Background: an optimization exercise with open tools, aiming at a short achievable clock period and few clock cycles. Do not read the settings as production practice.
In this exercise RTL edits were held to simulation tests only and were not proved equivalent to the original.
Power is estimated from default activity; no workload was simulated.

File: flow/run.sh
#!/bin/bash
# synth_recipe.tcl (not shown) runs the flow's synth.tcl, then flattens the netlist and writes it again
# the make line also repeats each setting of config.mk as NAME=value (left out here)
make -C /OpenROAD-flow-scripts/flow DESIGN_CONFIG=/design/flow/config.mk WORK_HOME=/design/flow/orfs CLKGATE_MAP_FILE= SYNTH_SCRIPT=/design/flow/synth_recipe.tcl finish
File: flow/config.mk
export PLATFORM = sky130hd
export DESIGN_NAME = bird
export DESIGN_NICKNAME = bird
export VERILOG_FILES = /design/flow/design.v
export SDC_FILE = /design/flow/constraint.sdc
export NUM_CORES = 4
export LEC_CHECK = 0
export ABC_CLOCK_PERIOD_IN_PS = 3000
export CAP_MARGIN = 20
export CORE_MARGIN = 2
export CORE_UTILIZATION = 40
export SETUP_SLACK_MARGIN = 4
export SLEW_MARGIN = 20
File: flow/constraint.sdc
create_clock -name core_clock -period 7.0 [get_ports {clk}]
set_input_delay 1.4000 -clock core_clock [delete_from_list [all_inputs] [get_ports {clk}]]
set_output_delay 1.4000 -clock core_clock [all_outputs]
set_load 0.01 [all_outputs]
File: flow/design.v
module bird (
		input clk,
		input [15:0] data_in,
		output reg [15:0] data_out,
		output reg [15:0] address,
		output memwt,
		input rst
		);
reg sF;      
reg sIMM;    
reg sLDD;    
reg sSTW;    
reg sPUSH;   
reg sPOPR;   
reg sCALLW;  
reg sOFF;    
reg sRETR;   
reg sFIX;    
reg fix_ret;
reg [15:0] pc;
reg [15:0] rf [0:7];      
reg [15:0] r7p1;          
reg r7s;
reg zf;
reg as_pc;                
reg [15:0] aq;
reg [15:0] dq;
reg wt_q;
reg [7:0] rd_oh;          
reg exv;
reg [2:0] ex_f, ex_u;
reg [7:0] ex_rd_oh;
reg [15:0] opa, opb;      
localparam CN = 16;
reg [CN-1:0] c_v, c_call;
reg [15:0] c_a [0:CN-1];
reg [15:0] c_d [0:CN-1];
reg [15:0] c_d1 [0:CN-1];
wire [15:0] r7 = rf[7];
always @* begin
	address = as_pc ? pc : aq;
	data_out = dq;
end
assign memwt = wt_q;
wire [15:0] a = opa;
wire [15:0] b = opb;
reg [15:0] result;
reg zres;
always @* begin
	case (ex_f)
		3'h0: result = a + b;
		3'h1: result = a - b;
		3'h2: result = a & b;
		3'h3: result = a | b;
		3'h4: result = a ^ b;
		3'h7: case (ex_u)
			3'h0: result = {15'd0, b == 16'd0};
			3'h1: result = b;
			3'h2: result = b + 16'd1;
			3'h3: result = b - 16'd1;
			default: result = 16'h0000;
			endcase
		default: result = 16'h0000;
	endcase
	case (ex_f)
		3'h0: zres = (a ^ b) == {a[14:0] | b[14:0], 1'b0};
		3'h1: zres = a == b;
		3'h2: zres = (a & b) == 16'd0;
		3'h3: zres = (a | b) == 16'd0;
		3'h4: zres = a == b;
		3'h7: case (ex_u)
			3'h0: zres = b != 16'd0;
			3'h1: zres = b == 16'd0;
			3'h2: zres = b == 16'hFFFF;
			3'h3: zres = b == 16'd1;
			default: zres = 1'b1;
			endcase
		default: zres = 1'b1;
	endcase
end
wire zf_now = exv ? zres : zf;
wire [3:0] op = data_in[15:12];
wire isLDI = op == 4'd1;
wire isLD  = op == 4'd2;
wire isST  = op == 4'd3;
wire isJZ  = op == 4'd4;
wire isJMP = op == 4'd5;
wire isALU = op == 4'd7;
wire isPUSH = op == 4'd8;
wire isPOP = op == 4'd9;
wire isCALL = op == 4'd10;
wire isRET = op == 4'd11;
wire [2:0] d_rd = data_in[2:0];
wire [2:0] d_ra = data_in[5:3];
wire [2:0] d_rs = data_in[8:6];
wire [15:0] opa_n = (exv & ex_rd_oh[d_rs]) ? result : rf[d_rs];
wire [15:0] opb_n = (exv & ex_rd_oh[d_ra]) ? result : rf[d_ra];
wire [15:0] r7_n = (exv & ex_rd_oh[7]) ? result : r7;
wire [3:0] cidx = r7p1[3:0];
wire chit = c_v[cidx];
wire [15:0] cd = c_d[cidx];
wire [15:0] cd1 = c_d1[cidx];
wire ccall = c_call[cidx];
wire r7busy = r7s | (exv & ex_rd_oh[7]);
wire popok = sF & ~r7busy & chit;
wire retok = sF & ~r7busy & chit & ccall;
wire [15:0] pc1 = pc + 16'd1;
wire [15:0] pc2 = pc + 16'd2;
wire [15:0] r7p2 = r7p1 + 16'd1;
wire pop_fast = isPOP & popok;
wire ret_fast = isRET & retok;
wire stk_fast = pop_fast | ret_fast;
wire nIMM = sF & isLDI;
wire nLDD = sF & isLD;
wire nSTW = sF & isST;
wire nPUSH = sF & isPUSH;
wire nCALLW = sF & isCALL;
wire nOFF = sF & ((isJZ & zf_now) | isJMP) | sCALLW;
wire nFIX = sF & (isPOP | isRET) & r7busy;
wire nPOPR = sF & isPOP & ~r7busy & ~chit | sFIX & ~fix_ret;
wire nRETR = sF & isRET & ~r7busy & ~(chit & ccall) | sFIX & fix_ret;
wire nF = ~(nIMM | nLDD | nSTW | nPUSH | nCALLW | nOFF | nFIX | nPOPR | nRETR);
integer i;
always @(posedge clk) begin
	if (rst) begin
		{sF, sIMM, sLDD, sSTW, sPUSH, sPOPR, sCALLW, sOFF, sRETR, sFIX} <= 10'b1000000000;
		pc <= 16'd0;
		zf <= 1'b0;
		exv <= 1'b0;
		r7s <= 1'b1;
		as_pc <= 1'b1;
		wt_q <= 1'b0;
		c_v <= {CN{1'b0}};
	end else begin
		{sF, sIMM, sLDD, sSTW, sPUSH, sPOPR, sCALLW, sOFF, sRETR, sFIX} <=
			{nF, nIMM, nLDD, nSTW, nPUSH, nPOPR, nCALLW, nOFF, nRETR, nFIX};
		as_pc <= nF | nIMM | nOFF | nFIX;
		wt_q <= nSTW | nPUSH | nCALLW;
		if (sF)
			pc <= isJZ ? (zf_now ? pc1 : pc2) : ret_fast ? cd1 : pc1;
		else if (sIMM) pc <= pc1;
		else if (sOFF) pc <= pc + data_in;
		else if (sRETR) pc <= data_in;
		exv <= sF & isALU;
		if (exv) zf <= zres;
		if (stk_fast | sPOPR | sRETR) r7p1 <= r7p2;
		else if (sPUSH | sCALLW) r7p1 <= r7;
		else if (sFIX) r7p1 <= r7 + 16'd1;
		if (sPUSH | sCALLW | sFIX) r7s <= 1'b0;
		else if ((exv & ex_rd_oh[7]) | ((sIMM | sLDD | sPOPR) & rd_oh[7]) | (pop_fast & d_rd == 3'd7))
			r7s <= 1'b1;
		if ((exv & ex_rd_oh[7]) | ((sIMM | sLDD | sPOPR) & rd_oh[7]) | (pop_fast & d_rd == 3'd7))
			c_v <= {CN{1'b0}};
		else begin
			if (sPUSH | sCALLW) c_v[r7[3:0]] <= 1'b1;
			if (stk_fast | sPOPR | sRETR) c_v[cidx] <= 1'b0;
			if (sSTW)
				for (i = 0; i < CN; i = i + 1)
					if (c_a[i] == aq) c_v[i] <= 1'b0;
		end
	end
	if (sPUSH | sCALLW) begin
		c_call[r7[3:0]] <= sCALLW;
		c_a[r7[3:0]] <= r7;
		c_d[r7[3:0]] <= dq;
		c_d1[r7[3:0]] <= pc1;
	end
	if (sF) begin
		fix_ret <= isRET;
		rd_oh <= 8'd1 << d_rd;
		dq <= isCALL ? pc1 : opa_n;
		aq <= (isLD | isST) ? opb_n : (isPUSH | isCALL) ? r7_n : r7p1;
	end
	else if (sFIX) aq <= r7 + 16'd1;
	if (sF & isALU) begin
		ex_f <= data_in[11:9];
		ex_u <= data_in[8:6];
		ex_rd_oh <= 8'd1 << d_rd;
		opa <= opa_n;
		opb <= opb_n;
	end
	for (i = 0; i < 8; i = i + 1) begin
		if (pop_fast & d_rd == i)
			rf[i] <= cd;
		else if (exv & ex_rd_oh[i])
			rf[i] <= result;
		else if ((sIMM | sLDD | sPOPR) & rd_oh[i])
			rf[i] <= data_in;
		else if (i == 7) begin
			if (stk_fast | sPOPR | sRETR) rf[7] <= r7p1;
			else if (sPUSH | sCALLW) rf[7] <= r7 - 16'd1;
		end
	end
end
endmodule
==> impl_results.md, run 1 <==
- Adder-Cell Fraction of Synth Area: a little under 2%
- FP Rows: 133
- Core area: 132,000 sq um
- Post-Synth XOR/XNOR Area: around 6.2%
- CTS root buffer: clkbuf_16
- Critical path endpoint category: flop
- Register area share after synthesis: around 59%
- Hold-fix buffer count after cts: 0
- First-pass GRT wire length: between 200 and 300 mm
- Startpoint Class: flop
- IO Port Bufs: 50
- Total power: 15.5 mW
- Sink Count: roughly 1.1k
- Vias per cell: 6.29
- Num ports: 51
- Die Ht: between 300 and 400 um
- Syn. warnings: 2
- Post-synthesis mux area share: 11.3%
- Core Util, Final: between 50% and 60%
- Initial DRC count: between 5k and 6k
- Via Count: roughly 40k
- Ranking of synthesized cells by area: edfxtp_1, mux4_2, xnor2_1
- DRC: 0
- H-tree depth: 3
- Post-Synthesis Cells: ~4k
- Vias in the first global route: roughly 38k
- CTS Buf Count: 111
- Max Root-Sink Buffers: 3
- Dpl hpwl: 110 mm
- GRT Resource Usage Total: approximately 28%
- Actual slew at the worst max-slew pin: about 1200 ps
- Fin cells: approximately 6.3k
- Status: no timing/DRC/antenna violations
- Final hold viol count: 0
- Layout area overhead: 24.8%
- FF/Latch Area: around 32,000 sq um
- Post-synth cell types: slightly below 90
- CTS tree: built
- Crit Path Max Fanout: 3
- R2R cell count: 13
- Post-Route WL: 193 mm
- Cell Chain, Critical Path: inv_2, ha_4, or3_4, or4_4, or3b_1, o211ai_1, buf_4, a21oi_2, mux2i_1, o211ai_1, buf_6, o21a_4, mux2_4
- Worst Clk Skew: between 30 and 40 ps
- CP Depth: 13
- Hold depth: 2
- Crit-path leading delay family: simple AND/OR/NAND/NOR gates
- Sequential power share: 47.1%
- RSZ-0062 raised after global routing: true
- NetSw: 4.07 mW
- Max-slew violation count: 0
- Critical Path RT: ~7500 ps
- Tcrit/Tclk final: a little over half
- # Max-Cap Violations: 0
- Layout cells sized above 1: around 29%
- # nets final: approximately 4.5k
- Aggregate global routing overflow: 0
- Final ANT Viol Nets: 0
- CP most frequent cell: o211ai_1
- Peak VDD IR: 218 uV
- Count leader, synth: edfxtp_1
- Iteration count of the initial detailed-routing pass: 6
- CP max stage delay: 490 ps
- FILL cells: 11.1k
- Top cell type's share of synthesized area: 57.2%
- Synthesized area per cell: approximately 13 sq um
- Synthesized area: roughly 53,000 sq um
- Die area: 136,000 sq um
- Simple-Gate Fraction of Synth Area: approximately 9%
- Synth Area in Compound Gates: a little under a tenth
- Fin Setup TNS: 0 ps
- Wirelength per Cell: just over 30 um
- Synthesized Nets: around 4.2k
- Placed Cells incl. Taps: roughly 5.7k
- Clock Latency Late Sink: between 700 and 800 ps
- Starting density of the core: a little over 40%
- Multi-input gate area: about 23,000 sq um
- Asr flop ratio synth: 0%
- Crit path DAT: between 4000 and 5000 ps
- Antenna violations before repair: 8
- Post-synth top area cell: edfxtp_1
- Hold crit path type: flop to flop
- Net Sw Frac: between 20% and 30%
- Slew margin rel.: about a fifth
- Clock transition at the registers of the reported paths: about 60 ps
- DIE WIDTH: ~370 um
- Worst path slowest cell: edfxtp_1
- EDFF count, synth: 1,015
- Crit Path Class: flop to flop
- Max Freq: approximately 270 MHz
- Fin crit period: 3680 ps
- Worst Path Buf+Inv: 3
- Cell-internal power: 11.4 mW
- Top post-synthesis cells by count: edfxtp_1, nand2_1, xnor2_1, nor2_1, o21ai_0
- Largest net degree at the start of global routing: ~50
- Power per cell area: around 230 nW/um^2
- Final Setup Violations: 0
- Logic pwr share: roughly 14%
- LEAKAGE: around 22 nW
- Prevailing post-synth register cell: edfxtp_1
- Combinational family with the most area after synthesis: multiplexers
- Register bit count reported by yosys: 1,066
- Clock Power Share: 38.5%
- Final GP Congestion: 0.969
[area by class of cell]
| type | count | share of cell area, % |
|---|---|---|
| clock buffers | 141 | 4.42 |
| flip-flops and latches | 1066 | 47.4 |
| multi-input cells | 2652 | 34.7 |
| repair buffers | 503 | 8.55 |
| diodes | 3 | 0.0113 |
| well taps | 1755 | 3.30 |
| clock inverters | 68 | 1.05 |
| inverters | 98 | 0.596 |
[worst min-delay path, cell delays in order, from the launching register on]
cell     delay (ps)
dfxtp_1         320
inv_1            80
a21oi_1          70
[final timing paths]
| kind | slack [ps] | startpoint | endpoint |
|---|---|---|---|
| worst max-delay path | 3320 | opb[8]$_DFFE_PP_ | dq[15]$_DFFE_PP_ |
| worst min-delay path | 520 | r7s$_SDFFE_PP1P_ | r7s$_SDFFE_PP1P_ |
| worst min register to register | 520 | r7s$_SDFFE_PP1P_ | r7s$_SDFFE_PP1P_ |
| worst max register to register | 3320 | opb[8]$_DFFE_PP_ | dq[15]$_DFFE_PP_ |
[metrics by stage]
stage,setup WS (ps),cell area (sq um),hold WS (ps)
6_report,3320,66500,518
5_1_grt,3270,66500,556
4_1_cts,3350,65000,520
3_5_place_dp,1710,56500,496
3_3_place_gp,1780,56400,465
2_1_floorplan,3280,54400,437
[flip-flops by register name, summed over array words and instances, names as in the netlist, 3 cells and up, named ones only]
signal	cells
rf	128
aq	16
rd_oh	8
c_v	16
ex_rd_oh	8
c_call	16
ex_f	3
ex_u	3
pc	16
opa	16
r7p1	16
c_d1	256
c_a	256
c_d	256
opb	16
dq	16
[power by group through the flow]
stage | clock network, mW | registers [mW] | logic [mW]
final | 5.96 | 7.28 | 2.23
after global routing | 6.24 | 7.28 | 2.32
after CTS | 6.02 | 7.27 | 2.09
after detailed placement | 0 | 7.47 | 1.68
after global placement | 0 | 7.47 | 1.67
after floorplan | 0 | 7.38 | 1.09
[cell families (layout without fill, tap and decap cells)]
kind of cell	after synthesis	count (layout)
xor gates and xnor gates	380	380
buffers and inverters	404	810
AOI/OAI and AO/OA	801	811
DFF	1066	1066
and+or+nand+nor	1006	1011
muxes	369	369
adders and majority gates	81	81
other	0	3
[routing by layer]
metal | wire length, um | GRT usage (%)
met1 | 76000 | 37.4
met5 | 44 | 0
met3 | 22000 | 6.72
met2 | 86600 | 42.4
met4 | 8120 | 11.0
[cells in the final DEF, fill, tap and decap left out, drive strengths merged, types with 11 or more instances in the layout]
master,n
xor2,50
a211o,22
a22oi,12
nand3,81
a21oi,175
nor2,269
edfxtp,1015
o221ai,13
o31ai,15
mux2,50
a211oi,37
and2,20
o21a,13
nor3,54
ha,78
xnor2,330
clkinv,47
or3,14
mux4,182
o211ai,30
nor2b,16
a221oi,26
mux2i,137
clkdlybuf4s15,15
o22ai,30
o21ai,252
buf,464
nand4,70
and3,36
clkbuf,149
or4,11
a31oi,56
a21o,25
nand2b,23
nor4,46
nand2,336
dfxtp,51
inv,101
[timing repair]
item	in CTS	in global routing
cloned	36	8
hold endpoints to repair	0	0
endpoints found under the setup margin	615	764
pin swaps	157	109
gates resized for setup	643	263
setup buffers	261	42
Testbench counts, summed over its fixed seeds: cycles 82,373.
==> inputs of run 2 (changes only) <==
--- a/flow/design.v
+++ b/flow/design.v
@@ -28,9 +28,11 @@
 reg wt_q;
 reg [7:0] rd_oh;          
 reg exv;
-reg [2:0] ex_f, ex_u;
 reg [7:0] ex_rd_oh;
 reg [15:0] opa, opb;      
+reg [15:0] opx, opy;      
+reg cin;
+reg s_arith, s_and, s_or, s_xor, s_mov, s_not;   
 localparam CN = 16;
 reg [CN-1:0] c_v, c_call;
 reg [15:0] c_a [0:CN-1];
@@ -42,42 +44,36 @@
 	data_out = dq;
 end
 assign memwt = wt_q;
+function [15:0] ksadd(input [15:0] x, input [15:0] y, input cin);
+	reg [15:0] g, p, gn, pn;
+	integer d, j;
+	begin
+		p = x ^ y;
+		g = x & y;
+		g[0] = g[0] | (p[0] & cin);
+		for (d = 1; d < 16; d = d * 2) begin
+			gn = g; pn = p;
+			for (j = d; j < 16; j = j + 1) begin
+				gn[j] = g[j] | (p[j] & g[j-d]);
+				pn[j] = p[j] & p[j-d];
+			end
+			g = gn; p = pn;
+		end
+		ksadd = (x ^ y) ^ {g[14:0], cin};
+	end
+endfunction
 wire [15:0] a = opa;
 wire [15:0] b = opb;
-reg [15:0] result;
-reg zres;
-always @* begin
-	case (ex_f)
-		3'h0: result = a + b;
-		3'h1: result = a - b;
-		3'h2: result = a & b;
-		3'h3: result = a | b;
-		3'h4: result = a ^ b;
-		3'h7: case (ex_u)
-			3'h0: result = {15'd0, b == 16'd0};
-			3'h1: result = b;
-			3'h2: result = b + 16'd1;
-			3'h3: result = b - 16'd1;
-			default: result = 16'h0000;
-			endcase
-		default: result = 16'h0000;
-	endcase
-	case (ex_f)
-		3'h0: zres = (a ^ b) == {a[14:0] | b[14:0], 1'b0};
-		3'h1: zres = a == b;
-		3'h2: zres = (a & b) == 16'd0;
-		3'h3: zres = (a | b) == 16'd0;
-		3'h4: zres = a == b;
-		3'h7: case (ex_u)
-			3'h0: zres = b != 16'd0;
-			3'h1: zres = b == 16'd0;
-			3'h2: zres = b == 16'hFFFF;
-			3'h3: zres = b == 16'd1;
-			default: zres = 1'b1;
-			endcase
-		default: zres = 1'b1;
-	endcase
-end
+wire [15:0] sum = ksadd(opx, opy, cin);
+wire [15:0] result = ({16{s_arith}} & sum) | ({16{s_and}} & (a & b)) |
+	({16{s_or}} & (a | b)) | ({16{s_xor}} & (a ^ b)) | ({16{s_mov}} & b) |
+	{15'd0, s_not & (b == 16'd0)};
+wire zres = s_arith ? ((opx ^ opy) == {opx[14:0] | opy[14:0], cin}) :
+	s_and ? ((a & b) == 16'd0) :
+	s_or ? ((a | b) == 16'd0) :
+	s_xor ? (a == b) :
+	s_mov ? (b == 16'd0) :
+	s_not ? (b != 16'd0) : 1'b1;
 wire zf_now = exv ? zres : zf;
 wire [3:0] op = data_in[15:12];
 wire isLDI = op == 4'd1;
@@ -93,6 +89,8 @@
 wire [2:0] d_rd = data_in[2:0];
 wire [2:0] d_ra = data_in[5:3];
 wire [2:0] d_rs = data_in[8:6];
+wire [2:0] d_f = data_in[11:9];
+wire [2:0] d_u = data_in[8:6];
 wire [15:0] opa_n = (exv & ex_rd_oh[d_rs]) ? result : rf[d_rs];
 wire [15:0] opb_n = (exv & ex_rd_oh[d_ra]) ? result : rf[d_ra];
 wire [15:0] r7_n = (exv & ex_rd_oh[7]) ? result : r7;
@@ -139,7 +137,7 @@
 		if (sF)
 			pc <= isJZ ? (zf_now ? pc1 : pc2) : ret_fast ? cd1 : pc1;
 		else if (sIMM) pc <= pc1;
-		else if (sOFF) pc <= pc + data_in;
+		else if (sOFF) pc <= ksadd(pc, data_in, 1'b0);
 		else if (sRETR) pc <= data_in;
 		exv <= sF & isALU;
 		if (exv) zf <= zres;
@@ -173,11 +171,18 @@
 	end
 	else if (sFIX) aq <= r7 + 16'd1;
 	if (sF & isALU) begin
-		ex_f <= data_in[11:9];
-		ex_u <= data_in[8:6];
 		ex_rd_oh <= 8'd1 << d_rd;
 		opa <= opa_n;
 		opb <= opb_n;
+		opx <= (d_f == 3'd7) ? {16{d_u == 3'd3}} : opa_n;
+		opy <= (d_f == 3'd1) ? ~opb_n : opb_n;
+		cin <= (d_f == 3'd1) | (d_f == 3'd7 & d_u == 3'd2);
+		s_arith <= (d_f == 3'd0) | (d_f == 3'd1) | (d_f == 3'd7 & (d_u == 3'd2 | d_u == 3'd3));
+		s_and <= d_f == 3'd2;
+		s_or <= d_f == 3'd3;
+		s_xor <= d_f == 3'd4;
+		s_mov <= d_f == 3'd7 & d_u == 3'd1;
+		s_not <= d_f == 3'd7 & d_u == 3'd0;
 	end
 	for (i = 0; i < 8; i = i + 1) begin
 		if (pop_fast & d_rd == i)
==> run 2 against run 1 <==
  * Still clean
  * Critical path depth down 1
  * Synthesized cell count down 1.4%
  * Die area up 0.71%
  * Utilization down 1.2 points
  * Count of clock-buffer cells in the layout up 8
==> impl_results.md, run 2 <==
- Max Freq: 305 MHz (+13%)
- Commonest non-fill, non-tap cell in the layout: edfxtp_1
- Post-synth top area cell: edfxtp_1
- FILL cells: 11.4k (+2.9%)
- GR Layer Usage met3: 6.47% (-0.25 points)
- Worst Path Buf+Inv: 2 (-1)
- Clock Latency Late Sink: 770 ps (about the same)
- RSZ-0062 raised after global routing: true
- Fin Setup TNS: 0 ps (unchanged)
- Aggregate global routing overflow: 0 (unchanged)
- Final ANT Viol Nets: 0 (unchanged)
- Via Count: 37.7k (-4.7%)
- Register bit count reported by yosys: 1,099 (+3.1%)
- Synthesized area: 53,700 sq um (+0.72%)
- Startpoint Class: flop
- Wirelength per Cell: 29.7 um (-3.1%)
- Synthesized area per cell: 13.3 sq um (+2.1%)
- Post-Synthesis Cells: 4,050 (-1.4%)
- IO Port Bufs: 50 (unchanged)
- Sink Count: 1,099 (+3.1%)
- Crit Path Max Fanout: 5 (+2)
- Prevailing post-synth register cell: edfxtp_1
- Worst path slowest cell: fa_2
- Starting density of the core: 40.3% (-0.17 points)
- Vias per cell: 6.11 (-2.9%)
- Count leader, synth: edfxtp_1
- Die area: 137,000 sq um (+0.71%)
- Largest net degree at the start of global routing: 69 (+41%)
- Final Setup Violations: 0 (unchanged)
- Hold crit path type: flop to flop
- CTS Buf Count: 115 (+3.6%)
- FP Rows: 134 (+0.75%)
- CTS root buffer: clkbuf_16
- Register area share after synthesis: 60.5% (+1.4 points)
- Max Root-Sink Buffers: 3 (unchanged)
- CP most frequent cell: fa_2
- Antenna violations before repair: 11 (+3)
- Crit-path leading delay family: compound AO/OA/AOI/OAI gates
- Core area: 133,000 sq um (+1.1%)
- GR Util met1: 35.9% (-1.6 points)
- Final hold viol count: 0 (unchanged)
- First-pass GRT wire length: 259 mm (-4.6%)
- Clock transition at the registers of the reported paths: 60 ps (about the same)
- DRC: 0 (unchanged)
- Ranking of synthesized cells by area: edfxtp_1, mux4_2, xnor2_1
- Crit Path Class: flop to flop
- Cell Chain, Critical Path: fa_2, inv_2, fa_2, nor2b_2, o31a_1, o21a_1, o21ai_2, nor3b_2, o31ai_2, buf_4, mux2_4, o221a_4
- Fin crit period: 3270 ps (-410 ps)
- Peak VDD IR: 236 uV (+8.0%)
- FF/Latch Area: 32,500 sq um (+3.1%)
- Top cell type's share of synthesized area: 58.6% (+1.4 points)
- CP max stage delay: 430 ps (-60 ps)
- Max-slew violation count: 0 (unchanged)
- Multi-input gate area: 22,000 sq um (-4.7%)
- # nets final: 4,408 (-2.7%)
- Asr flop ratio synth: 0% (unchanged)
- Top post-synthesis cells by count: edfxtp_1, nand2_1, o21ai_0, xnor2_1, clkbuf_1
- Layout area overhead: 22.3%
- Status: no timing/DRC/antenna violations
- H-tree depth: 3 (unchanged)
- Power per cell area: 243 nW/um^2 (+4.7%)
- Syn. warnings: 2 (unchanged)
- GRT met2 Usage: 40.2% (-2.2 points)
- Actual slew at the worst max-slew pin: 1170 ps (-44.1 ps)
- Num ports: 51 (unchanged)
- Tcrit/Tclk final: 46.8% (-5.9 points)
- Slew margin rel.: 22.3% (+2.9 points)
- # Max-Cap Violations: 0 (unchanged)
- DIE WIDTH: 370 um (+0.36%)
- Crit path DAT: 3740 ps (-440 ps)
- EDFF count, synth: 1,048 (+3.3%)
- Hold slack: 553 ps (+35.2 ps)
- Critical path endpoint category: flop
- Gr busiest metal: met2
- Most frequent cells in the layout: edfxtp_1, nand2_1, xnor2_1
- Final GP Congestion: 0.947 (-2.3%)
- Dpl hpwl: 107 mm (-2.7%)
- Initial DRC count: 5,378 (-9.4%)
- Vias in the first global route: 36.2k (-3.9%)
- Post-synth cell types: 90 (+3.4%)
- Worst Clk Skew: 66.9 ps (+30.1 ps)
- GRT Resource Usage Total: 26.2% (-1.3 points)
- CTS tree: built
- LEAKAGE: 22.0 nW (-1.6%)
- Die Ht: 370 um (+0.36%)
- Critical Path RT: 7460 ps (-30 ps)
- Synthesized Nets: 4,159 (-1.1%)
- Layout cells sized above 1: 27.0% (-1.7 points)
- Post-Route WL: 183 mm (-4.9%)
- Iteration count of the initial detailed-routing pass: 9 (+3)
==> run 2: kinds of logic after synthesis <==
kind of cell	share of synthesized area, %
and+or+nand+nor	7.96
adders and majority gates	2.16
AOI/OAI and AO/OA	9.62
DFF	60.5
xor gates and xnor gates	6.18
buffers and inverters	3.20
muxes	10.4
==> run 2: report_power, final <==
group	leakage [nW]	switching [mW]	internal, mW
clock	1.86	2.67	3.55
combinational	10.1	1.36	0.883
sequential	9.98	0.126	7.39
total	22.0	4.16	11.8
==> run 2: what timing repair did <==
| item | CTS | global route |
|---|---|---|
| endpoints found under the hold margin | 0 | 0 |
| gates resized for setup | 544 | 206 |
| endpoints found under the setup margin | 1259 | 786 |
| pin swaps | 82 | 106 |
| setup buffers | 171 | 65 |
| gates cloned | 14 | 2 |
| hold buffers | 0 | 0 |
==> run 2: through the flow <==
step	instances	setup slack, ps	utilization (%)	power [mW]	area [sq um]
after floorplan	4050	3470	-	8.72	54900
after global placement	5695	1780	42.7	9.43	56900
after detailed placement	5697	1650	42.7	9.45	56900
after CTS	6094	3740	48.2	15.9	64200
after global routing	6162	3630	49.3	16.4	65700
final	6164	3730	49.3	16.0	65700
==> run 2: per-layer routing <==
layer	wire length (um)	part of all wire [%]
met1	72300	39
met2	82000	45
met3	21100	12
met4	7680	4.2
met5	105	0.057
==> run 2: worst paths after layout <==
kind | start | endpoint | slack [ps] | cells past startpoint
min reg2reg | c_v[12]$_SDFF_PP0_ | c_v[12]$_SDFF_PP0_ | 550 | 2
max | cin$_DFFE_PP_ | aq[12]$_DFFE_PP_ | 3730 | 12
min | c_v[12]$_SDFF_PP0_ | c_v[12]$_SDFF_PP0_ | 550 | 2
max reg2reg | cin$_DFFE_PP_ | aq[12]$_DFFE_PP_ | 3730 | 12
==> run 2: area by class of cell <==
type	count	share of cell area [%]
clock inverters	63	0.964
repair buffers	421	7.01
flip-flops and latches	1099	49.5
clock buffers	149	4.86
diodes	2	0.00762
inverters	135	0.791
multi-input cells	2527	33.5
well taps	1768	3.37
==> run 2: tightest hold or removal path, cell delays in order, from the launching register on <==
cell	delay, ps
dfxtp_1	310
a21oi_1	120
a2111oi_1	70
Testbench counts of run 2, summed over its fixed seeds: cycles 82,373.
==> inputs of run 3 (changes only) <==
--- a/flow/design.v
+++ b/flow/design.v
@@ -33,11 +33,10 @@
 reg [15:0] opx, opy;      
 reg cin;
 reg s_arith, s_and, s_or, s_xor, s_mov, s_not;   
-localparam CN = 16;
+localparam CW = 3;
+localparam CN = 1 << CW;
 reg [CN-1:0] c_v, c_call;
-reg [15:0] c_a [0:CN-1];
 reg [15:0] c_d [0:CN-1];
-reg [15:0] c_d1 [0:CN-1];
 wire [15:0] r7 = rf[7];
 always @* begin
 	address = as_pc ? pc : aq;
@@ -94,13 +93,12 @@
 wire [15:0] opa_n = (exv & ex_rd_oh[d_rs]) ? result : rf[d_rs];
 wire [15:0] opb_n = (exv & ex_rd_oh[d_ra]) ? result : rf[d_ra];
 wire [15:0] r7_n = (exv & ex_rd_oh[7]) ? result : r7;
-wire [3:0] cidx = r7p1[3:0];
+wire [CW-1:0] cidx = r7p1[CW-1:0];
 wire chit = c_v[cidx];
 wire [15:0] cd = c_d[cidx];
-wire [15:0] cd1 = c_d1[cidx];
 wire ccall = c_call[cidx];
 wire r7busy = r7s | (exv & ex_rd_oh[7]);
-wire popok = sF & ~r7busy & chit;
+wire popok = sF & ~r7busy & chit & ~ccall;
 wire retok = sF & ~r7busy & chit & ccall;
 wire [15:0] pc1 = pc + 16'd1;
 wire [15:0] pc2 = pc + 16'd2;
@@ -115,7 +113,7 @@
 wire nCALLW = sF & isCALL;
 wire nOFF = sF & ((isJZ & zf_now) | isJMP) | sCALLW;
 wire nFIX = sF & (isPOP | isRET) & r7busy;
-wire nPOPR = sF & isPOP & ~r7busy & ~chit | sFIX & ~fix_ret;
+wire nPOPR = sF & isPOP & ~r7busy & ~(chit & ~ccall) | sFIX & ~fix_ret;
 wire nRETR = sF & isRET & ~r7busy & ~(chit & ccall) | sFIX & fix_ret;
 wire nF = ~(nIMM | nLDD | nSTW | nPUSH | nCALLW | nOFF | nFIX | nPOPR | nRETR);
 integer i;
@@ -135,7 +133,7 @@
 		as_pc <= nF | nIMM | nOFF | nFIX;
 		wt_q <= nSTW | nPUSH | nCALLW;
 		if (sF)
-			pc <= isJZ ? (zf_now ? pc1 : pc2) : ret_fast ? cd1 : pc1;
+			pc <= isJZ ? (zf_now ? pc1 : pc2) : ret_fast ? cd : pc1;
 		else if (sIMM) pc <= pc1;
 		else if (sOFF) pc <= ksadd(pc, data_in, 1'b0);
 		else if (sRETR) pc <= data_in;
@@ -150,18 +148,15 @@
 		if ((exv & ex_rd_oh[7]) | ((sIMM | sLDD | sPOPR) & rd_oh[7]) | (pop_fast & d_rd == 3'd7))
 			c_v <= {CN{1'b0}};
 		else begin
-			if (sPUSH | sCALLW) c_v[r7[3:0]] <= 1'b1;
+			if (sPUSH | sCALLW) c_v[r7[CW-1:0]] <= 1'b1;
 			if (stk_fast | sPOPR | sRETR) c_v[cidx] <= 1'b0;
-			if (sSTW)
-				for (i = 0; i < CN; i = i + 1)
-					if (c_a[i] == aq) c_v[i] <= 1'b0;
+			if (sSTW & (aq[15:CW] == r7p1[15:CW] | aq[15:CW] == r7p1[15:CW] + 1'b1))
+				c_v[aq[CW-1:0]] <= 1'b0;
 		end
 	end
 	if (sPUSH | sCALLW) begin
-		c_call[r7[3:0]] <= sCALLW;
-		c_a[r7[3:0]] <= r7;
-		c_d[r7[3:0]] <= dq;
-		c_d1[r7[3:0]] <= pc1;
+		c_call[r7[CW-1:0]] <= sCALLW;
+		c_d[r7[CW-1:0]] <= sCALLW ? pc1 : dq;
 	end
 	if (sF) begin
 		fix_ret <= isRET;
==> run 3 against run 2 <==
  * Clock skew down 19 ps
  * Clock power down 55%
  * Critical path depth down 1
  * Final area down 43%
  * Worst setup slack worse by 130 ps
  * Critical path type is now input pin to flop
  * Flip-flop and latch count down 657
  * Still clean on timing, DRC and antenna
  * Area after synthesis down 47%
  * Non-clock buffer count down 27
  * Fmax down 3.9%
  * Synthesized cell count down 29%
  * Global-route usage up 6.0 points
  * Critical endpoint is now pc[15]$_SDFFE_PP0P_
==> impl_results.md, run 3 <==
- Status: no timing/DRC/antenna violations
- Layout cells sized above 1: 30.8% (+3.8 points)
- Clock Latency Late Sink: 650 ps (-120 ps)
- Power per cell area: 200 nW/um^2 (-18%)
- Layout area overhead: 32.2%
- Vias per cell: 6.55 (+7.2%)
- Fin cells: 4,088 (-34%)
- Max Root-Sink Buffers: 3 (unchanged)
- CTS root buffer: clkbuf_16
- Startpoint Class: input pin
- Total power: 7.46 mW (-53%)
- Syn. warnings: 2 (unchanged)
- Commonest non-fill, non-tap cell in the layout: edfxtp_1
- Clock transition at the registers of the reported paths: 60 ps (about the same)
- Register area share after synthesis: 45.5% (-15 points)
- Post-Synthesis Cells: 2,883 (-29%)
- Final ANT Viol Nets: 0 (unchanged)
- Die Ht: 270 um (-27%)
- Worst r2r src: opx[0]$_DFFE_PP_
- Clock Power Share: 37.1% (-1.8 points)
- DRC: 0 (unchanged)
- Core Util, Final: 53.4% (+4.1 points)
- Crit Path Max Fanout: 23 (+18)
- Count leader, synth: edfxtp_1
- CTS tree: built
- RSZ-0062 raised after global routing: true
- Critical Path RT: 7490 ps (+30 ps)
- Hold depth: 2 (unchanged)
- Combinational family with the most area after synthesis: compound AO/OA/AOI/OAI gates
- Worst Clk Skew: 47.4 ps (-19.4 ps)
- Slew margin rel.: 25.0% (+2.7 points)
- Logic pwr share: 20.7% (+6.6 points)
- GRT Resource Usage Total: 32.1% (+6.0 points)
- Diodes inserted: 0 (-2)
- Synthesized area: 28,200 sq um (-47%)
- Synth Area in Compound Gates: 19.3% (+9.7 points)
- Max Freq: 293 MHz (-3.9%)
- Hold slack: 549 ps (-4.13 ps)
- FILL cells: 6,058 (-47%)
- Starting density of the core: 40.4% (+0.10 points)
- Synthesized area per cell: 9.79 sq um (-26%)
- PnR worst setup slack: 3590 ps (-135 ps)
- Hold Crit Endpoint: pc[14]$_SDFFE_PP0P_
- Crit path DAT: 3900 ps (+160 ps)
- Simple-Gate Fraction of Synth Area: 13.1% (+5.2 points)
- Final hold viol count: 0 (unchanged)
- Top post-synthesis cells by count: edfxtp_1, nand2_1, nor2_1, o21ai_0, clkbuf_1
- Max-slew violation count: 0 (unchanged)
- Peak VDD IR: 249 uV (+5.7%)
- Post-synthesis mux area share: 8.02% (-2.3 points)
- Actual slew at the worst max-slew pin: 1120 ps (-44.9 ps)
- Fin Setup TNS: 0 ps (unchanged)
- # nets final: 3,218 (-27%)
- Sink Count: 442 (-60%)
- FF/Latch Area: 12,900 sq um (-60%)
- Multi-input gate area: 16,700 sq um (-24%)
- Num ports: 51 (unchanged)
- First-pass GRT wire length: 173 mm (-33%)
- Core area: 69,900 sq um (-48%)
- Hold crit path type: flop to flop
- Largest net degree at the start of global routing: 49 (-29%)
- Die area: 72,700 sq um (-47%)
- Initial DRC count: 3,612 (-33%)
- Cell-internal power: 5.22 mW (-56%)
- Dpl hpwl: 78.0 mm (-27%)
- NetSw: 2.24 mW (-46%)
- Tcrit/Tclk final: 48.7% (+1.9 points)
- Wirelength per Cell: 30.1 um (+1.3%)
- Crit Path Class: input pin to flop
- Synthesized Nets: 2,995 (-28%)
- Final Setup Violations: 0 (unchanged)
- Top cell type's share of synthesized area: 42.5% (-16 points)
- Post-Route WL: 123 mm (-33%)
- Sequential power share: 42.2% (-4.8 points)
- Iteration count of the initial detailed-routing pass: 7 (-2)
- Adder-Cell Fraction of Synth Area: 4.25% (+2.1 points)
- Fin crit period: 3410 ps (+135 ps)
- Via Count: 26.8k (-29%)
- H-tree depth: 2 (-1)
- Endpoint of the worst register-to-register path: aq[14]$_DFFE_PP_
- Ranking of synthesized cells by area: edfxtp_1, ha_1, nand2_1
- Final Instance Area: 37,300 sq um (-43%)
- DIE WIDTH: 270 um (-27%)
- LEAKAGE: 13.5 nW (-39%)
- IO Port Bufs: 50 (unchanged)
- Asr flop ratio synth: 0% (unchanged)
- Placed Cells incl. Taps: 3,716 (-35%)
- # Max-Cap Violations: 0 (unchanged)
- CTS Buf Count: 52 (-55%)
- Post-DP Area: 30,300 sq um (-47%)
- EDFF count, synth: 400 (-62%)
- Antenna violations before repair: 7 (-4)
- Most frequent cells in the layout: edfxtp_1, nand2_1, buf_4
- HP Start: pc[14]$_SDFFE_PP0P_
- FP Rows: 97 (-28%)
- Net Sw Frac: 30.1% (+4.0 points)
- Final GP Congestion: 0.989 (+4.5%)
- FF-to-FF setup slack: 3740 ps (about the same)
- Vias in the first global route: 25.2k (-30%)
- Critical path endpoint category: flop
- Prevailing post-synth register cell: edfxtp_1
- Post-synth cell types: 88 (-2.2%)
- R2R cell count: 13 (+1)
- Register bit count reported by yosys: 442 (-60%)
- Post-Synth XOR/XNOR Area: 4.59% (-1.6 points)
- Aggregate global routing overflow: 0 (unchanged)
- Setup slack at placement: 2080 ps (+432 ps)
- Post-synth top area cell: edfxtp_1
[run 3: cell count changes in the layout (fill, tap and decap cells not counted), sizes merged, moves of 21 or more]
cell / previous run / this run
buf: 393 / 358
nor4: 53 / 17
nand2: 332 / 311
mux4: 178 / 49
o211ai: 74 / 121
clkinv: 51 / 25
xnor2: 254 / 79
a21oi: 183 / 152
edfxtp: 1048 / 400
nand4: 57 / 19
mux2i: 93 / 72
xor2: 125 / 69
clkbuf: 155 / 68
[run 3: area by class of cell]
class / count / share of cell area (%)
clock inverter: 31 / 0.909
inverter: 142 / 1.51
clock buffer: 65 / 3.64
tap: 940 / 3.15
timing repair buffer: 394 / 11.5
multi-input combinational: 2073 / 44.8
timing repair inverter: 1 / 0.0201
sequential: 442 / 34.5
[run 3: kinds of logic after synthesis]
| group | after synthesis |
|---|---|
| xor+xnor | 148 |
| simple gates | 818 |
| buf+inv | 386 |
| fa+ha+maj | 94 |
| compound gates | 835 |
| flops | 442 |
| mux | 160 |
[run 3: critical path, cell delays in order]
cell and delay (ps):
buf_8 240, ha_4 260, o21a_1 110, o21a_2 240, nor2b_4 130, a311oi_4 360
o221ai_2 190, o41ai_4 310, mux2_4 340, a22oi_2 200, a22oi_2 70
[run 3: worst max-delay path by stage]
stage,startpoint,endpoint,slack [ps],cells past startpoint
global route,data_in[10],pc[15]$_SDFFE_PP0P_,3550,11
floorplan,data_in[6],pc[15]$_SDFFE_PP0P_,3280,10
finish,data_in[7],pc[15]$_SDFFE_PP0P_,3590,11
CTS,data_in[6],pc[15]$_SDFFE_PP0P_,3700,12
detailed placement,data_in[12],rf[5][4]$_DFFE_PP_,2080,8
global placement,data_in[12],rf[5][7]$_DFFE_PP_,2170,8
[run 3: per-layer routing]
| metal | up-vias | part of all wire [%] | GRT usage, % |
|---|---|---|---|
| met1 | 13100 | 37 | 40.6 |
| met4 | 8 | 7.6 | 19.4 |
| met2 | 1920 | 44 | 49.2 |
| met3 | 533 | 12 | 8.88 |
| met5 | - | 0.046 | 0 |
| li1 | 11200 | - | - |
[run 3: power by group through the flow]
stage	registers [mW]	clock network [mW]	logic (mW)
final	3.15	2.77	1.54
after global placement	3.21	0	1.12
after detailed placement	3.20	0	1.14
after CTS	3.14	2.78	1.39
after global routing	3.15	2.87	1.61
after floorplan	3.12	0	0.731
[run 3: what timing repair did]
item | 4_1_cts | 5_1_grt
pin swaps | 121 | 118
hold buffers | 0 | 0
setup endpoints to repair | 527 | 334
gates cloned | 27 | 6
setup buffers | 158 | 84
resized for setup | 509 | 266
Testbench counts of run 3, summed over its fixed seeds: cycles 82,373.
==> inputs of run 4 (changes only) <==
--- a/flow/design.v
+++ b/flow/design.v
@@ -161,11 +161,10 @@
 	if (sF) begin
 		fix_ret <= isRET;
 		rd_oh <= 8'd1 << d_rd;
-		dq <= isCALL ? pc1 : opa_n;
-		aq <= (isLD | isST) ? opb_n : (isPUSH | isCALL) ? r7_n : r7p1;
 	end
-	else if (sFIX) aq <= r7 + 16'd1;
-	if (sF & isALU) begin
+	dq <= isCALL ? pc1 : opa_n;
+	aq <= sFIX ? r7 + 16'd1 : (isLD | isST) ? opb_n : (isPUSH | isCALL) ? r7_n : r7p1;
+	begin
 		ex_rd_oh <= 8'd1 << d_rd;
 		opa <= opa_n;
 		opb <= opb_n;
==> run 4 against run 3 <==
  * Area after synthesis decreased by 3.4%
  * Total power increased by 2.0%
  * Critical path type unchanged
  * Register-to-register slack improved by 40 ps
  * Fmax increased by 5.2%
  * Synthesized cell count decreased by 0.94%
  * Non-clock buffer count decreased by 148
  * Flip-flop and latch count unchanged
  * Combinational power increased by 17%
  * Still clean on timing, DRC and antenna
  * Cell count decreased by 5.6%
  * Critical path depth decreased by 1
  * Hold slack got worse by 13 ps
==> impl_results.md, run 4 <==
- DIE WIDTH: 265 um (-1.7%)
- Synthesized area: 27,300 sq um (-3.4%)
- IO Port Bufs: 50 (unchanged)
- Critical path endpoint category: flop
- DRC: 0 (unchanged)
- Clock Latency Late Sink: 650 ps (about the same)
- Aggregate global routing overflow: 0 (unchanged)
- PnR worst setup slack: 3760 ps (+169 ps)
- Startpoint Class: input pin
- Core Util, Final: 50.0% (-3.4 points)
- Hold crit path type: flop to flop
- Die Ht: 265 um (-1.7%)
- Register bit count reported by yosys: 442 (unchanged)
- Final Setup Violations: 0 (unchanged)
- Fin Setup TNS: 0 ps (unchanged)
- Max Root-Sink Buffers: 3 (unchanged)
- Max-slew violation count: 0 (unchanged)
- Setup slack at placement: 1810 ps (-264 ps)
- Num ports: 51 (unchanged)
- Final hold viol count: 0 (unchanged)
- H-tree depth: 2 (unchanged)
- RSZ-0062 raised after global routing: true
- Die area: 70,300 sq um (-3.4%)
- Actual slew at the worst max-slew pin: 1170 ps (+45.8 ps)
- Final GP Congestion: 0.939 (-5.1%)
- Post-Route WL: 111 mm (-9.5%)
- Crit Path Class: input pin to flop
- Post-Synthesis Cells: 2,856 (-0.94%)
- Fin crit period: 3240 ps (-169 ps)
- Asr flop ratio synth: 0% (unchanged)
- Power per cell area: 226 nW/um^2 (+13%)
- Critical Path RT: 7520 ps (+30 ps)
- # nets final: 3,051 (-5.2%)
- GR Layer Usage met3: 9.12% (+0.24 points)
- Tcrit/Tclk final: 46.3% (-2.4 points)
- LEAKAGE: 12.3 nW (-9.3%)
- Total power: 7.61 mW (+2.0%)
- Vias in the first global route: 23.4k (-7.1%)
- Antenna violations before repair: 5 (-2)
- Syn. warnings: 2 (unchanged)
- FP Rows: 95 (-2.1%)
- Starting density of the core: 40.5% (+0.15 points)
- GRT Resource Usage Total: 30.5% (-1.6 points)
- Final ANT Viol Nets: 0 (unchanged)
- Gr busiest metal: met2
- Synthesized area per cell: 9.55 sq um (-2.5%)
- Ranking of synthesized cells by area: edfxtp_1, dfxtp_1, mux4_2
- Synthesized Nets: 2,968 (-0.90%)
- Initial DRC count: 3,406 (-5.7%)
- Register area share after synthesis: 43.1% (-2.5 points)
- Max Freq: 309 MHz (+5.2%)
- Post-synth top area cell: edfxtp_1
- GRT met2 Usage: 46.8% (-2.4 points)
- Wirelength per Cell: 28.9 um (-4.1%)
- Dpl hpwl: 72.2 mm (-7.4%)
- Layout cells sized above 1: 22.4% (-8.4 points)
- Clock transition at the registers of the reported paths: 60 ps (about the same)
- Post-synth cell types: 94 (+6.8%)
- Via Count: 24.6k (-8.0%)
- Top cell type's share of synthesized area: 31.8% (-11 points)
- Layout area overhead: 23.2%
- Prevailing post-synth register cell: edfxtp_1
- Iteration count of the initial detailed-routing pass: 5 (-2)
- Count leader, synth: nand2_1
- FILL cells: 6,082 (+0.40%)
- Sink Count: 442 (unchanged)
- First-pass GRT wire length: 158 mm (-8.3%)
- Core area: 67,300 sq um (-3.8%)
- Crit Path Max Fanout: 18 (-22%)
- Status: no timing/DRC/antenna violations
- Largest net degree at the start of global routing: 51 (+4.1%)
- Top post-synthesis cells by count: nand2_1, edfxtp_1, o21ai_0, nor2_1, clkbuf_1
- EDFF count, synth: 289 (-28%)
- Most frequent cells in the layout: nand2_1, edfxtp_1, nor2_1
- Peak VDD IR: 201 uV (-19%)
- Slew margin rel.: 20.7% (-4.3 points)
- Hold-fix buffer count after cts: 0 (unchanged)
- CTS tree: built
- Hold slack: 536 ps (-12.5 ps)
- Vias per cell: 6.38 (-2.5%)
- Crit path DAT: 3760 ps (-140 ps)
- GR Util met1: 38.4% (-2.2 points)
- CTS Buf Count: 50 (-3.8%)
- Worst Clk Skew: 47.5 ps (+0.0711 ps)
- Commonest non-fill, non-tap cell in the layout: nand2_1
- # Max-Cap Violations: 0 (unchanged)
- CTS root buffer: clkbuf_16
[run 4: critical path: stages]
cell and delay, ps:
clkdlybuf4s50_1 460, buf_4 260, inv_1 260, nand2_2 250, a21oi_2 80, o21ai_0 150, a31oi_1 140, o21ai_2 150
nor3b_2 70, or4b_1 510
[run 4: final cells by class]
cell class / instances / area, sq um / area share (%)
Multi-Input combinational cell: 2067 / 15800 / 47.1
Clock inverter: 19 / 215 / 0.640
Sequential cell: 442 / 11800 / 35.1
Inverter: 132 / 512 / 1.52
Clock buffer: 75 / 1480 / 4.41
Timing Repair Buffer: 246 / 2690 / 7.99
Tap cell: 873 / 1090 / 3.25
Antenna cell: 4 / 10.0 / 0.0298
[run 4: logic make-up after synthesis]
group	share of synthesized area (%)
and+or+nand+nor	14.0
AOI/OAI and AO/OA	18.4
DFF	43.1
buffers and inverters	5.10
muxes	10.6
xor gates and xnor gates	4.53
adders and majority gates	4.40
[run 4: worst paths after layout]
check                    from                   to  slack, ps  depth (start not counted)
min          r7s$_SDFFE_PP1P_     r7s$_SDFFE_PP1P_        540                          2
max reg2reg    opx[0]$_DFF_P_       dq[12]$_DFF_P_       3780                         13
max                       rst  pc[10]$_SDFFE_PP0P_       3760                         10
min reg2reg  r7s$_SDFFE_PP1P_     r7s$_SDFFE_PP1P_        540                          2
[run 4: repair_timing]
item                       in CTS  in global routing
pin swaps                      57                 60
gates cloned                   15                  6
hold endpoints to repair        0                  0
setup endpoints to repair     446                217
buffers inserted               87                 41
resized for setup             340                150
[run 4: power by group]
part | internal [mW] | total [mW] | switching (mW)
Clock | 1.55 | 2.73 | 1.18
Combinational | 0.713 | 1.80 | 1.09
Sequential | 2.92 | 3.08 | 0.163
Total | 5.18 | 7.61 | 2.42
[run 4: metrics by stage]
stage	cell area, sq um	instances
2_1_floorplan	27800	2856
6_report	33600	3858
3_3_place_gp	28700	3609
3_5_place_dp	28800	3610
5_1_grt	33600	3855
4_1_cts	32500	3806
[run 4: routing by layer]
metal,part of all wire [%],vias to the layer above,wire [um]
met2,44,1626,49300
met5,0.093,-,104
met1,37,12000,41600
met4,6.0,6,6640
met3,12,333,13800
li1,-,10700,-
Testbench counts of run 4, summed over its fixed seeds: cycles 82,373.
==> inputs of run 5 (changes only) <==
--- a/flow/config.mk
+++ b/flow/config.mk
@@ -8,6 +8,6 @@
 export ABC_CLOCK_PERIOD_IN_PS = 3000
 export CAP_MARGIN = 20
 export CORE_MARGIN = 2
-export CORE_UTILIZATION = 40
-export SETUP_SLACK_MARGIN = 4
+export CORE_UTILIZATION = 35
+export SETUP_SLACK_MARGIN = 5
 export SLEW_MARGIN = 20
==> run 5 against run 4 <==
  * Final area up 14%
  * Worst setup slack better by 50 ps
  * Non-clock buffer count up 188
  * Clock skew up 17 ps
  * First-iteration DRC count up 7.5%
  * Hold slack worse by 8.9 ps
  * Utilization down 0.20 points
  * Via count up 7.6%
  * Die area up 14%
  * Area after synthesis unchanged
  * Count of clock-buffer cells in the layout down 9
  * Routed wire length up 8.8%
  * Still clean on timing, DRC and antenna
==> impl_results.md, run 5 <==
- Layout area overhead: 41.1%
- # nets final: 3,256 (+6.7%)
- DIE WIDTH: 283 um (+6.8%)
- DRC: 0 (unchanged)
- Endpoint of the worst register-to-register path: rf[0][13]$_DFFE_PP_
- Slew margin rel.: 23.3% (+2.6 points)
- Layout cells sized above 1: 36.3% (+14 points)
- Ranking of synthesized cells by area: edfxtp_1, dfxtp_1, mux4_2
- R2R cell count: 15 (+2)
- Post-synthesis mux area share: 10.6% (unchanged)
- Iteration count of the initial detailed-routing pass: 9 (+4)
- Final GP Congestion: 0.921 (-1.9%)
- Crit Path Class: flop to flop
- LEAKAGE: 14.0 nW (+14%)
- Fin Setup TNS: 0 ps (unchanged)
- Die area: 80,200 sq um (+14%)
- Synthesized area: 27,300 sq um (unchanged)
- Prevailing post-synth register cell: edfxtp_1
- Final hold viol count: 0 (unchanged)
- Combinational family with the most area after synthesis: compound AO/OA/AOI/OAI gates
- Cell Chain, Critical Path: fa_2, buf_4, buf_6, buf_6, a211oi_4, buf_4, buf_6, o21ai_4, a211oi_4, buf_4, o41a_4, buf_8, a21oi_1, a21oi_1, o21ai_1
- Max-slew violation count: 0 (unchanged)
- Worst r2r src: cin$_DFF_P_
- Final Setup Violations: 0 (unchanged)
- Power per cell area: 211 nW/um^2 (-6.7%)
- Die Ht: 283 um (+6.8%)
- Post-Synth XOR/XNOR Area: 4.53% (unchanged)
- Critical Path RT: 7340 ps (-180 ps)
- Setup slack at placement: 1890 ps (+75.3 ps)
- Post-Route WL: 121 mm (+8.8%)
- Top cell type's share of synthesized area: 31.8% (unchanged)
- Hold Crit Endpoint: r7s$_SDFFE_PP1P_
- FF-to-FF setup slack: 3810 ps (+30 ps)
- Sink Count: 442 (unchanged)
- FP Rows: 102 (+7.4%)
- Clock Latency Late Sink: 670 ps (+20 ps)
- PnR worst setup slack: 3810 ps (+50.2 ps)
- Syn. warnings: 2 (unchanged)
- Fin crit period: 3190 ps (-50.2 ps)
- Fin cells: 4,226 (+9.5%)
- Tcrit/Tclk final: 45.6% (-0.72 points)
- CTS Buf Count: 49 (-2.0%)
- Crit path DAT: 3530 ps (-230 ps)
- Synth Area in Compound Gates: 18.4% (unchanged)
- Commonest non-fill, non-tap cell in the layout: edfxtp_1
- Wirelength per Cell: 28.7 um (-0.70%)
- Count leader, synth: nand2_1
- Hold depth: 2 (unchanged)
- Post-Synthesis Cells: 2,856 (unchanged)
- Synthesized area per cell: 9.55 sq um (unchanged)
- Crit-path leading delay family: compound AO/OA/AOI/OAI gates
- Core area: 77,300 sq um (+15%)
- Vias in the first global route: 25.0k (+6.5%)
- Worst Clk Skew: 64.1 ps (+16.6 ps)
- Simple-Gate Fraction of Synth Area: 14.0% (unchanged)
- Starting density of the core: 35.3% (-5.3 points)
- Largest net degree at the start of global routing: 38 (-25%)
- Initial DRC count: 3,663 (+7.5%)
- CTS tree: built
- Actual slew at the worst max-slew pin: 1150 ps (-16.0 ps)
- Vias per cell: 6.27 (-1.7%)
- Crit Path Max Fanout: 7 (-11)
- First-pass GRT wire length: 172 mm (+8.6%)
- Total power: 8.13 mW (+6.9%)
- Register bit count reported by yosys: 442 (unchanged)
- H-tree depth: 2 (unchanged)
- Max Freq: 314 MHz (+1.6%)
- Dpl hpwl: 71.0 mm (-1.7%)
- Hold crit path type: flop to flop
- Status: no timing/DRC/antenna violations
- Via Count: 26.5k (+7.6%)
- Hold-fix buffer count after cts: 0 (unchanged)
- # Max-Cap Violations: 0 (unchanged)
- Core Util, Final: 49.8% (-0.20 points)
- Register area share after synthesis: 43.1% (unchanged)
- Asr flop ratio synth: 0% (unchanged)
- Clock transition at the registers of the reported paths: 70 ps (about the same)
- Most frequent cells in the layout: edfxtp_1, nand2_1, buf_4
- Antenna violations before repair: 2 (-3)
- Post-synth cell types: 94 (unchanged)
- Num ports: 51 (unchanged)
- Post-synth top area cell: edfxtp_1
- CP max stage delay: 420 ps (-90 ps)
- Aggregate global routing overflow: 0 (unchanged)
- Worst path slowest cell: fa_2
- CTS root buffer: clkbuf_16
- RSZ-0062 raised after global routing: true
- Adder-Cell Fraction of Synth Area: 4.40% (unchanged)
- Critical path endpoint category: flop
- Max Root-Sink Buffers: 3 (unchanged)
- HP Start: r7s$_SDFFE_PP1P_
- Final ANT Viol Nets: 0 (unchanged)
- EDFF count, synth: 289 (unchanged)
- Peak VDD IR: 239 uV (+19%)
- IO Port Bufs: 50 (unchanged)
- Top post-synthesis cells by count: nand2_1, edfxtp_1, o21ai_0, nor2_1, clkbuf_1
- Synthesized Nets: 2,968 (unchanged)
- GRT Resource Usage Total: 29.0% (-1.6 points)
- Worst Path Buf+Inv: 7 (+4)
- Startpoint Class: flop
- Placed Cells incl. Taps: 3,780 (+4.7%)
run 5: changes by cell type in the layout (fill, tap and decap cells not counted), sizes merged, moves of 3 or more:
| cell | previous run | this run |
|---|---|---|
| dlygate4sd2 | 6 | 1 |
| diode | 4 | 1 |
| bufbuf | 5 | 10 |
| nand2 | 334 | 348 |
| buf | 212 | 421 |
| clkbuf | 80 | 67 |
| bufinv | 2 | 6 |
| clkinvlp | 7 | 10 |
| and3 | 20 | 23 |
| clkdlybuf4s50 | 16 | 1 |
run 5: worst max path at each step:
stage | to | depth (start not counted) | slack [ps] | from
after floorplan | rf[7][0]$_DFFE_PP_ | 10 | 3450 | data_in[12]
after global placement | rf[7][14]$_DFFE_PP_ | 7 | 2020 | data_in[15]
after detailed placement | rf[7][11]$_DFFE_PP_ | 7 | 1890 | data_in[15]
after CTS | aq[12]$_DFF_P_ | 11 | 3870 | cin$_DFF_P_
after global routing | rf[7][12]$_DFFE_PP_ | 12 | 3740 | cin$_DFF_P_
final | rf[0][13]$_DFFE_PP_ | 15 | 3810 | cin$_DFF_P_
run 5: layout make-up:
class | instances | area, sq um
tap | 1040 | 1300
sequential | 442 | 11800
antenna | 1 | 2.50
fill | 6774 | 38900
clock inverter | 26 | 357
timing repair buffer | 434 | 5140
clock buffer | 66 | 1370
inverter | 132 | 553
multi-input combinational | 2085 | 17900
run 5: cells by family after synthesis:
family                   Yosys count
XOR/XNOR                         141
buffers and inverters            357
AO/OA/AOI/OAI                    787
flip-flops                       442
multiplexers                     197
AND/OR/NAND/NOR                  838
adder cells (fa/ha/maj)           94
run 5: power breakdown:
part | switching [mW] | total (mW) | internal, mW
Sequential | 0.161 | 3.08 | 2.92
Clock | 1.21 | 2.83 | 1.62
Combinational | 1.25 | 2.22 | 0.965
Total | 2.63 | 8.13 | 5.50
run 5: metrics by stage:
step / cell area [sq um] / hold slack, ps
CTS: 36900 / 484
finish: 38500 / 527
global route: 38500 / 552
global placement: 29500 / 465
floorplan: 28900 / 443
detailed placement: 29600 / 467
run 5: repair_timing:
action	CTS	global route
pin swaps	156	122
resized for setup	809	243
setup endpoints to repair	711	583
buffers inserted	242	67
gates cloned	43	1
run 5: tightest hold or removal path, cell delays in order (launching register included):
cell and delay [ps]:
dfxtp_1 360, o21ai_2 70, nand2_1 60
run 5: routing by layer:
metal | global-route usage [%] | part of all wire [%] | vias to the layer above
met4 | 16.9 | 7.5 | 4
met1 | 36.2 | 36 | 12800
met2 | 43.5 | 43 | 2050
li1 | - | - | 11100
met5 | 0 | 0.028 | -
met3 | 9.77 | 14 | 557
==> inputs of run 6 (changes only) <==
--- a/flow/config.mk
+++ b/flow/config.mk
@@ -8,6 +8,6 @@
 export ABC_CLOCK_PERIOD_IN_PS = 3000
 export CAP_MARGIN = 20
 export CORE_MARGIN = 2
-export CORE_UTILIZATION = 35
+export CORE_UTILIZATION = 30
 export SETUP_SLACK_MARGIN = 5
 export SLEW_MARGIN = 20
==> run 6 against run 5 <==
  * Still clean on timing, DRC and antenna
  * Synthesized cell count did not move
  * Flip-flop and latch count unchanged
  * Final area increased by 3.2%
  * Sequential share of layout area shrank 0.91 points
  * Count of clock-buffer cells in the layout grew 6
  * Clock skew rose by 23 ps
  * Total power increased by 1.2%
  * Critical path depth fell by 2
  * Register-to-register slack got worse by 30 ps
  * Routed wire length grew 4.6%
  * Area after synthesis stayed put
  * Critical endpoint is now opx[12]$_DFF_P_
  * Largest power group unchanged
  * Highest routed layer unchanged
==> impl_results.md, run 6 <==
- Max Freq: 311 MHz (-0.88%)
- Worst Clk Skew: 87.1 ps (+23.0 ps)
- # nets final: 3,311 (+1.7%)
- EDFF count, synth: 289 (unchanged)
- Logic pwr share: 28.8% (+1.5 points)
- Crit path DAT: 3690 ps (+160 ps)
- Final hold viol count: 0 (unchanged)
- Status: no timing/DRC/antenna violations
- Post-DP Area: 29,700 sq um (+0.48%)
- Slew margin rel.: 21.3% (-1.9 points)
- Via Count: 27.1k (+2.3%)
- Net Sw Frac: 32.6% (+0.27 points)
- Simple-Gate Fraction of Synth Area: 14.0% (unchanged)
- Asr flop ratio synth: 0% (unchanged)
- Clock Power Share: 33.8% (-1.0 points)
- Num ports: 51 (unchanged)
- FP Rows: 110 (+7.8%)
- Most frequent cells in the layout: edfxtp_1, nand2_1, buf_4
- Aggregate global routing overflow: 0 (unchanged)
- IO Port Bufs: 50 (unchanged)
- Synth Area in Compound Gates: 18.4% (unchanged)
- Synthesized area: 27,300 sq um (unchanged)
- Startpoint Class: flop
- Worst path slowest cell: or3b_4
- Sink Count: 442 (unchanged)
- DIE WIDTH: 305 um (+7.9%)
- Register bit count reported by yosys: 442 (unchanged)
- Iteration count of the initial detailed-routing pass: 11 (+2)
- Actual slew at the worst max-slew pin: 1180 ps (+24.5 ps)
- CTS root buffer: clkbuf_16
- Crit-path leading delay family: compound AO/OA/AOI/OAI gates
- Top post-synthesis cells by count: nand2_1, edfxtp_1, o21ai_0, nor2_1, clkbuf_1
- Adder-Cell Fraction of Synth Area: 4.40% (unchanged)
- Sequential power share: 37.5% (-0.4 points)
- Final Setup Violations: 0 (unchanged)
- Core area: 90,000 sq um (+16%)
- Largest net degree at the start of global routing: 47 (+24%)
- Synthesized area per cell: 9.55 sq um (unchanged)
- Commonest non-fill, non-tap cell in the layout: edfxtp_1
- Critical Path RT: 7470 ps (+130 ps)
- Prevailing post-synth register cell: edfxtp_1
- Fin Setup TNS: 0 ps (unchanged)
- Hold crit path type: flop to flop
- Synthesized Nets: 2,968 (unchanged)
- Ranking of synthesized cells by area: edfxtp_1, dfxtp_1, mux4_2
- Dpl hpwl: 71.4 mm (+0.51%)
- Initial DRC count: 3,907 (+6.7%)
- Post-synthesis mux area share: 10.6% (unchanged)
- Count leader, synth: nand2_1
- CP max stage delay: 470 ps (+50 ps)
- Post-Route WL: 127 mm (+4.6%)
- RSZ-0062 raised after global routing: true
- Crit Path Class: flop to flop
- Cell Chain, Critical Path: fa_2, inv_2, fa_2, nor2b_4, o31a_4, o2111ai_4, a311oi_4, o21ai_1, or3b_4, buf_6, o21ai_4, buf_6, o21ai_1
- Syn. warnings: 2 (unchanged)
- Die area: 93,300 sq um (+16%)
- Power per cell area: 207 nW/um^2 (-2.0%)
- Vias per cell: 6.14 (-2.1%)
- Final ANT Viol Nets: 0 (unchanged)
- CTS tree: built
- Top cell type's share of synthesized area: 31.8% (unchanged)
- Final GP Congestion: 0.933 (+1.3%)
- Cell-internal power: 5.54 mW (+0.80%)
- First-pass GRT wire length: 174 mm (+1.1%)
- NetSw: 2.68 mW (+2.1%)
- DRC: 0 (unchanged)
- Max Root-Sink Buffers: 3 (unchanged)
- Worst Path Buf+Inv: 3 (-4)
- Tcrit/Tclk final: 46.0% (+0.41 points)
- Clock Latency Late Sink: 680 ps (about the same)
- Layout cells sized above 1: 39.4% (+3.0 points)
- Fin crit period: 3220 ps (+28.4 ps)
- Post-synth top area cell: edfxtp_1
- Max-slew violation count: 0 (unchanged)
- Post-synth cell types: 94 (unchanged)
- Die Ht: 305 um (+7.9%)
- Final Instance Area: 39,700 sq um (+3.2%)
- Combinational family with the most area after synthesis: compound AO/OA/AOI/OAI gates
- Antenna violations before repair: 9 (+7)
- LEAKAGE: 14.4 nW (+2.7%)
- Crit Path Max Fanout: 4 (-3)
- Wirelength per Cell: 28.7 um (+0.13%)
- Post-Synth XOR/XNOR Area: 4.53% (unchanged)
- Layout area overhead: 45.7%
- Diodes inserted: 0 (-1)
- Peak VDD IR: 221 uV (-7.3%)
- Critical path endpoint category: flop
- Post-Synthesis Cells: 2,856 (unchanged)
- H-tree depth: 2 (unchanged)
- Starting density of the core: 30.3% (-5.0 points)
- GRT Resource Usage Total: 25.2% (-3.7 points)
- # Max-Cap Violations: 0 (unchanged)
- Hold-fix buffer count after cts: 0 (unchanged)
- CTS Buf Count: 50 (+2.0%)
- Clock transition at the registers of the reported paths: 60 ps (about the same)
- Register area share after synthesis: 43.1% (unchanged)
- Vias in the first global route: 25.1k (+0.64%)
==> run 6: cell counts after synthesis <==
Identical to the previous run, type by type.
==> run 6: kinds of logic (layout without fill, tap and decap cells) <==
group                    after synthesis  after routing
AND/OR/NAND/NOR                      838            868
AO/OA/AOI/OAI                        787            787
flip-flops                           442            442
buffers and inverters                357            711
multiplexers                         197            197
XOR/XNOR                             141            141
adder cells (fa/ha/maj)               94             94
==> run 6: what timing repair did <==
item,in CTS,in global routing
gates cloned,46,6
setup buffers,284,76
endpoints found under the hold margin,0,0
gates resized for setup,928,242
pin swaps,227,157
endpoints found under the setup margin,681,554
==> run 6: path summary, 6_finish.rpt <==
path                    startpoint                to  slack (ps)  cells past startpoint
setup / recovery       cin$_DFF_P_   opx[12]$_DFF_P_        3780                     13
hold / removal    r7s$_SDFFE_PP1P_  r7s$_SDFFE_PP1P_         540                      2
setup reg to reg       cin$_DFF_P_   opx[12]$_DFF_P_        3780                     13
hold reg to reg   r7s$_SDFFE_PP1P_  r7s$_SDFFE_PP1P_         540                      2
==> run 6: worst register-to-register path, delay by kind of cell, from the launching register on <==
family,cells,cell delay [ps]
buf+inv,3,390
compound gates,6,1160
fa+ha+maj,2,670
flops,1,320
simple gates,2,520
==> run 6: layer usage <==
| metal | part of all wire (%) | track usage, % | up-vias |
|---|---|---|---|
| li1 | - | - | 11300 |
| met3 | 14 | 8.61 | 679 |
| met5 | 0.095 | 0 | - |
| met2 | 42 | 37.7 | 2133 |
| met4 | 9.1 | 16.9 | 16 |
| met1 | 35 | 30.7 | 13000 |
==> run 6: power by group through the flow <==
stage | clock (mW) | combinational [mW] | sequential [mW]
global placement | 0 | 1.43 | 3.13
detailed placement | 0 | 1.44 | 3.13
finish | 2.78 | 2.37 | 3.08
global route | 2.87 | 2.45 | 3.09
floorplan | 0 | 1.00 | 3.03
CTS | 2.77 | 2.07 | 3.07
==> run 6: final cells by class <==
cell class | instances | area [sq um]
clock inverter | 21 | 323
timing repair buffer | 486 | 5820
clock buffer | 72 | 1370
sequential | 442 | 11800
fill | 8064 | 50300
inverter | 132 | 553
tap | 1176 | 1470
multi-input combinational | 2087 | 18300
==> run 6: through the flow <==
step	instances	setup WS (ps)	utilization (%)	hold slack (ps)	power [mW]
2_1_floorplan	2856	3450	-	443	4.04
3_3_place_gp	3911	2270	33.0	461	4.56
3_5_place_dp	3911	2250	33.0	465	4.57
4_1_cts	4334	3870	42.1	468	7.92
5_1_grt	4416	3740	44.1	555	8.42
6_report	4416	3780	44.1	540	8.23

[port drivers added, routing unchanged]
Ports are ideal in the flow. The routed layouts listed here were re-timed in OpenROAD. Step 1 (the two cells are an assumption about what drives the block):
set clk [get_ports {clk}]
set_driving_cell -lib_cell sky130_fd_sc_hd__clkbuf_16 $clk
set_driving_cell -lib_cell sky130_fd_sc_hd__buf_2 [delete_from_list [all_inputs] $clk]
Step 2 adds t to the input delays and takes it off the output delays; t is the mean of the earliest and latest rising clock arrival at the registers after step 1. Input paths then give back, and output paths get back, about the clock's delay inside the block. Three values: ideal, step 1, step 2; two values: the first two.
run	shift t [ns]	setup slack, ns	hold WS [ns]	worst slew at a driven data input, ns
run 1	0.827	3.316 / 3.316 / 2.845	0.518 / 0.518 / 0.518	0.08
run 2	0.810	3.726 / 3.726 / 3.073	0.553 / 0.553 / 0.553	0.19
run 3	0.695	3.591 / 3.606 / 2.911	0.549 / 0.549 / 0.549	0.07
run 4	0.693	3.760 / 3.779 / 3.096	0.536 / 0.536 / 0.536	0.06
run 5	0.702	3.810 / 3.810 / 3.196	0.527 / 0.527 / 0.527	0.10
run 6	0.701	3.782 / 3.782 / 3.152	0.540 / 0.540 / 0.540	0.11
After both steps every run listed still meets setup and hold. The setup slack of run 3, which loses most, moves by +0.015 ns with the drivers and by -0.680 ns with both steps.
